From an optimization exercise on the open Yosys and OpenROAD flow, aimed at small area and a short achievable clock period; shortcuts taken in it are not production practice.
In this exercise RTL edits were held to simulation tests only and were not proved equivalent to the original.
The flow treats the clock pin as an ideal source. Dropping or thinning the clock tree relies on that and would not hold on a real chip.
No activity file was given, so power comes from the tool's default toggle rates.

==> flow/design.v (excerpt) <==
module CLA_64_4 (   input  [63:0] a_inp,
                    input  [63:0] b_inp,
                    output reg [63:0] s_out,
                    output reg        c_out,
                    input         clock,
                    input         reset);
export LEC_CHECK = 0
export CAP_MARGIN = 20
export CORE_MARGIN = 2
export CORE_UTILIZATION = 40
export SLEW_MARGIN = 20
create_clock -name core_clock -period 9.0 [get_ports {clock}]
run.sh (not shown) runs the stock make flow with config.mk's settings and CLKGATE_MAP_FILE= SYNTH_SCRIPT=/design/flow/synth_recipe.tcl, a recipe that flattens the netlist after the stock synthesis.
Rerun with:
==> flow/flow/run.sh (new file) <==
#!/bin/bash
set -e
cp standard.sh standard_sh_copy.log
cat >> config.mk <<'CFG'
export BUFFER_PORTS_ARGS = -buffer_cell sky130_fd_sc_hd__buf_2
CFG
bash standard.sh > standard.log 2>&1
==> flow/standard.sh (new file) <==
#!/bin/bash
# synth_recipe.tcl (not shown) runs the flow's synth.tcl, then flattens the netlist and writes it again
# the make line also repeats each setting of config.mk as NAME=value (left out here)
make -C /OpenROAD-flow-scripts/flow DESIGN_CONFIG=/design/flow/config.mk WORK_HOME=/design/flow/orfs CLKGATE_MAP_FILE= SYNTH_SCRIPT=/design/flow/synth_recipe.tcl "${@:-finish}"
- BUFFER_PORTS_ARGS: unset -> -buffer_cell sky130_fd_sc_hd__buf_2
removed: flow/run.sh
What happened: The changed run finished clean; first-iteration DRC count rose by about a fifth; clock power rose slightly; design area fell by roughly a tenth; wire length fell by a few percent; global-route usage fell by 0.67 points; area after synthesis does not change.
Rerun with:
==> flow/flow/run.sh (replaced) <==
#!/bin/bash
set -e
cp standard.sh standard_sh_copy.log
cat >> config.mk <<'CFG'
export BUFFER_PORTS_ARGS = -buffer_cell sky130_fd_sc_hd__buf_2
export SETUP_SLACK_MARGIN = 6.5
CFG
bash standard.sh > standard.log 2>&1
- SETUP_SLACK_MARGIN: unset -> 6.5
- The changed run ran to the end with no violations
- design area goes up by a little under a tenth
- cell count goes up slightly
- routed wire length goes up by a few percent
- fmax goes up by a few percent
Rerun with:
==> flow/flow/run.sh (replaced) <==
#!/bin/bash
set -e
cp standard.sh standard_sh_copy.log
cat >> config.mk <<'CFG'
export BUFFER_PORTS_ARGS = -buffer_cell sky130_fd_sc_hd__buf_2
CFG
bash standard.sh > standard.log 2>&1
- CTS_BUF_LIST: unset -> sky130_fd_sc_hd__clkbuf_8
- CTS_CLUSTER_DIAMETER: unset -> 100
- CTS_CLUSTER_SIZE: unset -> 40
- SETUP_SLACK_MARGIN: 6.5 -> unset
=> The new run finished clean; power falls by 11%; routed wire length shrinks by 6.2%; via count falls by 3.6%; worst setup slack got worse by 0.056 ns.


zinc:
Starting RTL as in the previous note.
Settings: LEC_CHECK=0, CAP_MARGIN=20, CORE_MARGIN=2, CORE_UTILIZATION=60, SLEW_MARGIN=20, TNS_END_PERCENT=0, BUFFER_PORTS_ARGS=-buffer_cell sky130_fd_sc_hd__buf_1, PRE_CTS_TCL=/design/flow/flow/cts_manual.tcl, MANUAL_CTS_NLEAF=8, MANUAL_CTS_NL1=4, MANUAL_CTS_LEAF=sky130_fd_sc_hd__inv_12, MANUAL_CTS_L1=sky130_fd_sc_hd__inv_4, SETUP_SLACK_MARGIN=6.5; clock period 9.0 ns.
standard.sh (not shown) runs the stock make flow with config.mk's settings and CLKGATE_MAP_FILE= SYNTH_SCRIPT=/design/flow/synth_recipe.tcl, a recipe that flattens the netlist after the stock synthesis.
==> flow/flow/run.sh <==
#!/bin/bash
set -e
cat >> config.mk <<CFG
export BUFFER_PORTS_ARGS = -buffer_cell sky130_fd_sc_hd__buf_1
export PRE_CTS_TCL = $PWD/flow/cts_manual.tcl
export MANUAL_CTS_NLEAF = 8
export MANUAL_CTS_NL1 = 4
export MANUAL_CTS_LEAF = sky130_fd_sc_hd__inv_12
export MANUAL_CTS_L1 = sky130_fd_sc_hd__inv_4
export SETUP_SLACK_MARGIN = 6.5
CFG
bash standard.sh > standard.log 2>&1
==> flow/flow/cts_manual.tcl <==
# Pre-CTS hook: a small, balanced clock tree built by hand.
# The flip-flops are split by balanced k-means on their placed locations
# into NLEAF groups; each group gets a leaf clock buffer at its centre. The
# leaf buffers are split the same way into NL1 groups, each driven by one
# first-level buffer, and the first-level buffers are driven by the clock
# port (NL1 = 0: the leaves hang on the port). Every flip-flop sits behind
# the same number of buffers, so all of them get the same clock latency up
# to wire and load differences. The standard clock_tree_synthesis call that
# follows in cts.tcl is turned into a no-op. The buffers may be inverters
# (both levels then, so the flip-flops see the clock's own polarity).

# balanced k-means: items are {obj x y}; returns the group index of each item
proc mcts_cluster {items k} {
  set n [llength $items]
  set sorted [lsort -integer -index 1 $items]
  set centres {}
  for {set g 0} {$g < $k} {incr g} {
    set lo [expr {$g * $n / $k}]
    set hi [expr {($g + 1) * $n / $k - 1}]
    set ax 0; set ay 0
    foreach s [lrange $sorted $lo $hi] { incr ax [lindex $s 1]; incr ay [lindex $s 2] }
    set m [expr {max(1, $hi - $lo + 1)}]
    lappend centres [list [expr {$ax / $m}] [expr {$ay / $m}]]
  }
  set cap [expr {($n + $k - 1) / $k}]
  for {set iter 0} {$iter < 40} {incr iter} {
    set pairs {}
    set i 0
    foreach s $items {
      for {set g 0} {$g < $k} {incr g} {
        set c [lindex $centres $g]
        set dx [expr {[lindex $s 1] - [lindex $c 0]}]
        set dy [expr {[lindex $s 2] - [lindex $c 1]}]
        lappend pairs [list [expr {$dx * $dx + $dy * $dy}] $i $g]
      }
      incr i
    }
    set pairs [lsort -integer -index 0 $pairs]
    array unset asg
    for {set g 0} {$g < $k} {incr g} { set cnt($g) 0; set sx($g) 0; set sy($g) 0 }
    foreach p $pairs {
      lassign $p d i g
      if {[info exists asg($i)] || $cnt($g) >= $cap} continue
      set asg($i) $g
      incr cnt($g)
    }
    for {set i 0} {$i < $n} {incr i} {
      incr sx($asg($i)) [lindex [lindex $items $i] 1]
      incr sy($asg($i)) [lindex [lindex $items $i] 2]
    }
    set centres {}
    for {set g 0} {$g < $k} {incr g} {
      lappend centres [list [expr {$sx($g) / max(1, $cnt($g))}] [expr {$sy($g) / max(1, $cnt($g))}]]
    }
  }
  set out {}
  for {set i 0} {$i < $n} {incr i} { lappend out $asg($i) }
  return [list $out $centres]
}

proc mcts_centre {iterm} {
  set bb [[$iterm getInst] getBBox]
  return [list $iterm [expr {([$bb xMin] + [$bb xMax]) / 2}] [expr {([$bb yMin] + [$bb yMax]) / 2}]]
}

# one buffer per group: moves each group's sinks onto a new net driven by
# the buffer; returns the buffers' input pins as items
proc mcts_level {block master items k name driver_net} {
  lassign [mcts_cluster $items $k] asg centres
  set outs {}
  for {set g 0} {$g < $k} {incr g} {
    set inst [odb::dbInst_create $block $master "${name}_$g"]
    set net [odb::dbNet_create $block "${name}_net_$g"]
    $net setSigType CLOCK
    set opin X
    if {[$master findMTerm Y] ne "NULL"} { set opin Y }
    [$inst findITerm $opin] connect $net
    [$inst findITerm A] connect $driver_net
    lassign [lindex $centres $g] cx cy
    $inst setLocation [expr {$cx - [$master getWidth] / 2}] [expr {$cy - [$master getHeight] / 2}]
    $inst setPlacementStatus PLACED
    set bnet($g) $net
    set cnt($g) 0
    lappend outs [mcts_centre [$inst findITerm A]]
  }
  set i 0
  foreach s $items {
    set it [lindex $s 0]
    $it disconnect
    $it connect $bnet([lindex $asg $i])
    incr cnt([lindex $asg $i])
    incr i
  }
  for {set g 0} {$g < $k} {incr g} { puts "manual cts: $name $g drives $cnt($g) pins near [lindex $centres $g]" }
  return $outs
}

proc manual_cts {} {
  set nleaf 8
  set nl1 2
  set leafcell sky130_fd_sc_hd__clkbuf_16
  set l1cell sky130_fd_sc_hd__clkbuf_16
  if {[info exists ::env(MANUAL_CTS_NLEAF)]} { set nleaf $::env(MANUAL_CTS_NLEAF) }
  if {[info exists ::env(MANUAL_CTS_NL1)]} { set nl1 $::env(MANUAL_CTS_NL1) }
  if {[info exists ::env(MANUAL_CTS_LEAF)]} { set leafcell $::env(MANUAL_CTS_LEAF) }
  if {[info exists ::env(MANUAL_CTS_L1)]} { set l1cell $::env(MANUAL_CTS_L1) }
  set db [ord::get_db]
  set block [ord::get_db_block]
  set clk_net [$block findNet clock]
  set sinks {}
  foreach it [$clk_net getITerms] { lappend sinks [mcts_centre $it] }
  puts "manual cts: [llength $sinks] clock sinks, $nleaf leaf buffers, $nl1 first-level buffers"
  set leaves [mcts_level $block [$db findMaster $leafcell] $sinks $nleaf clkbuf_leaf $clk_net]
  if {$nl1 > 0} {
    mcts_level $block [$db findMaster $l1cell] $leaves $nl1 clkbuf_l1 $clk_net
  }
}
manual_cts

set_propagated_clock [all_clocks]
# cts.tcl next calls repair_clock_inverters, which would clone the tree's
# inverters per load, and then clock_tree_synthesis; the tree is complete,
# so both are skipped.
rename repair_clock_inverters orig_repair_clock_inverters
proc repair_clock_inverters {args} { puts "manual cts: repair_clock_inverters skipped" }
rename clock_tree_synthesis orig_clock_tree_synthesis
proc clock_tree_synthesis {args} { puts "manual cts: clock_tree_synthesis skipped" }

# The port buffers are all made from one cell by buffer_ports; the output
# ports' buffers may be swapped to another (PORT_OUT_BUF).
if {[info exists ::env(PORT_OUT_BUF)]} {
  set m [[ord::get_db] findMaster $::env(PORT_OUT_BUF)]
  set k 0
  foreach bt [[ord::get_db_block] getBTerms] {
    if {[$bt getIoType] ne "OUTPUT"} continue
    set drv [[$bt getNet] getFirstOutput]
    if {$drv eq "NULL"} continue
    [$drv getInst] swapMaster $m
    incr k
  }
  puts "port buffers: $k output port drivers made $::env(PORT_OUT_BUF)"
}
Modified inputs, sierra compared to zinc
==> flow/flow/run.sh <==
#!/bin/bash
set -e
cat >> config.mk <<CFG
export BUFFER_PORTS_ARGS = -buffer_cell sky130_fd_sc_hd__buf_2
export PRE_CTS_TCL = $PWD/flow/cts_manual.tcl
export MANUAL_CTS_NLEAF = 8
export MANUAL_CTS_NL1 = 4
export MANUAL_CTS_LEAF = sky130_fd_sc_hd__inv_12
export MANUAL_CTS_L1 = sky130_fd_sc_hd__inv_4
export SETUP_SLACK_MARGIN = 6.35
CFG
bash standard.sh > standard.log 2>&1
diff --git a/flow/flow/cts_manual.tcl b/flow/flow/cts_manual.tcl
--- a/flow/flow/cts_manual.tcl
+++ b/flow/flow/cts_manual.tcl
@@ -127,16 +127 @@
 proc clock_tree_synthesis {args} { puts "manual cts: clock_tree_synthesis skipped" }
-
-# The port buffers are all made from one cell by buffer_ports; the output
-# ports' buffers may be swapped to another (PORT_OUT_BUF).
-if {[info exists ::env(PORT_OUT_BUF)]} {
-  set m [[ord::get_db] findMaster $::env(PORT_OUT_BUF)]
-  set k 0
-  foreach bt [[ord::get_db_block] getBTerms] {
-    if {[$bt getIoType] ne "OUTPUT"} continue
-    set drv [[$bt getNet] getFirstOutput]
-    if {$drv eq "NULL"} continue
-    [$drv getInst] swapMaster $m
-    incr k
-  }
-  puts "port buffers: $k output port drivers made $::env(PORT_OUT_BUF)"
-}
diff --git a/flow/config.mk b/flow/config.mk
--- a/flow/config.mk
+++ b/flow/config.mk
@@ -9,6 +9,5 @@
 export CORE_MARGIN = 2
-export CORE_UTILIZATION = 60
+export CORE_UTILIZATION = 40
 export SLEW_MARGIN = 20
-export TNS_END_PERCENT = 0
-export BUFFER_PORTS_ARGS = -buffer_cell sky130_fd_sc_hd__buf_1
+export BUFFER_PORTS_ARGS = -buffer_cell sky130_fd_sc_hd__buf_2
 export PRE_CTS_TCL = /design/flow/flow/cts_manual.tcl
@@ -18,2 +17,2 @@
 export MANUAL_CTS_L1 = sky130_fd_sc_hd__inv_4
-export SETUP_SLACK_MARGIN = 6.5
+export SETUP_SLACK_MARGIN = 6.35
Findings:
- Lower initial standard-cell utilization of the core among sierra and zinc: sierra
- Re sequential fraction of the synthesis area: no difference whatsoever between zinc and sierra.
- zinc vs sierra, endpoint of the worst setup timing path: u22[1]$_DFF_PP0_ vs u11[1]$_DFF_PP0_
- The row count reported for sierra is greater than that of zinc by about 24%.
- Taking zinc as 1.0, sierra lands at 1.5 on core area.
What fjord does differently from sierra at the input level:
==> flow/flow/run.sh <==
#!/bin/bash
set -e
cat >> config.mk <<CFG
export BUFFER_PORTS_ARGS = -buffer_cell sky130_fd_sc_hd__buf_1
export PRE_CTS_TCL = $PWD/flow/cts_manual.tcl
export MANUAL_CTS_NLEAF = 8
export MANUAL_CTS_NL1 = 4
export MANUAL_CTS_LEAF = sky130_fd_sc_hd__inv_12
export MANUAL_CTS_L1 = sky130_fd_sc_hd__inv_4
export SETUP_SLACK_MARGIN = 6.5
CFG
bash standard.sh > standard.log 2>&1
diff --git a/flow/flow/cts_manual.tcl b/flow/flow/cts_manual.tcl
--- a/flow/flow/cts_manual.tcl
+++ b/flow/flow/cts_manual.tcl
@@ -127 +127,16 @@
 proc clock_tree_synthesis {args} { puts "manual cts: clock_tree_synthesis skipped" }
+
+# The port buffers are all made from one cell by buffer_ports; the output
+# ports' buffers may be swapped to another (PORT_OUT_BUF).
+if {[info exists ::env(PORT_OUT_BUF)]} {
+  set m [[ord::get_db] findMaster $::env(PORT_OUT_BUF)]
+  set k 0
+  foreach bt [[ord::get_db_block] getBTerms] {
+    if {[$bt getIoType] ne "OUTPUT"} continue
+    set drv [[$bt getNet] getFirstOutput]
+    if {$drv eq "NULL"} continue
+    [$drv getInst] swapMaster $m
+    incr k
+  }
+  puts "port buffers: $k output port drivers made $::env(PORT_OUT_BUF)"
+}
diff --git a/flow/config.mk b/flow/config.mk
--- a/flow/config.mk
+++ b/flow/config.mk
@@ -9,5 +9,7 @@
 export CORE_MARGIN = 2
-export CORE_UTILIZATION = 40
+export CORE_UTILIZATION = 75
+export PLACE_DENSITY = 0.82
 export SLEW_MARGIN = 20
-export BUFFER_PORTS_ARGS = -buffer_cell sky130_fd_sc_hd__buf_2
+export TNS_END_PERCENT = 0
+export BUFFER_PORTS_ARGS = -buffer_cell sky130_fd_sc_hd__buf_1
 export PRE_CTS_TCL = /design/flow/flow/cts_manual.tcl
@@ -17,2 +19,2 @@
 export MANUAL_CTS_L1 = sky130_fd_sc_hd__inv_4
-export SETUP_SLACK_MARGIN = 6.35
+export SETUP_SLACK_MARGIN = 6.5
Findings:
Sort sierra and fjord by detailed route wirelength on metal2 asc -> top: sierra. Number of global-route vias before repair for fjord: about 9% up relative to sierra. In the final design statistics, fjord uses fewer standard cells in total than sierra. fjord gives more final period demand of the worst path than sierra did. | cell-internal power | lower: fjord |.
Changes in amber relative to fjord:
diff --git a/flow/config.mk b/flow/config.mk
--- a/flow/config.mk
+++ b/flow/config.mk
@@ -9,4 +9,3 @@
 export CORE_MARGIN = 2
-export CORE_UTILIZATION = 75
-export PLACE_DENSITY = 0.82
+export CORE_UTILIZATION = 55
 export SLEW_MARGIN = 20
Timing, DRC, antenna: 0 failures across amber and fjord
amber ended with less fraction of standard cell area in multi-input logic than fjord.
From amber to fjord, number of violations of the max-capacitance limit did not move at all.
The core area of amber was inferior to that of fjord.
Between fjord and amber, met2 demand-to-capacity share in global routing decreased.
amber vs. fjord: post-route total power decreased by 2.1% relative to the old numbers; peak ir drop on the vdd network has increased; share of total power in the clock network shows an increase of 0.4 points; reg-to-reg setup timing slack rose by 0.05 ns.
In every run of this note, the design's own scripts or RTL, not TritonCTS, make the clock network.

-- static timing again, ports no longer ideal --
How much do the figures lean on ideal ports? The routed layouts below were timed once more, with nothing changed but the port constraints. Step 1: set_driving_cell puts a clkbuf_16 on clock and a buf_2 on each other input, an assumption about the parent block. Step 2 moves the port delays by t, midway between the first and last clock arrival at a register: inputs arrive t later, outputs are due t later. That takes back most of the time a late clock gives input paths. a / b / c = ideal / step 1 / step 2; a / b = the first two.
run	t (ns)	slack for setup (ns)	slew at the worst register clock pin (ns)
the first run of note 1	0.450	5.883 / 5.842 / 5.495	0.06 / 0.06
the second run of note 1	0.449	6.152 / 6.176 / 5.727	0.06 / 0.06
the third run of note 1	0.455	6.250 / 6.209 / 6.264	0.06 / 0.06
the fourth run of note 1	0.473	6.193 / 6.174 / 5.739	0.08 / 0.08
zinc	0.240	6.494 / 6.426 / 6.324	0.08 / 0.08
sierra	0.244	6.483 / 6.414 / 6.310	0.08 / 0.08
fjord	0.239	6.465 / 6.422 / 6.274	0.08 / 0.08
amber	0.251	6.477 / 6.414 / 6.301	0.08 / 0.08
After both steps every run listed still meets setup and hold. The setup slack of the fourth run of note 1, which loses most, moves by -0.019 ns with the drivers and by -0.454 ns with both steps. Setup slack includes reset recovery checks.
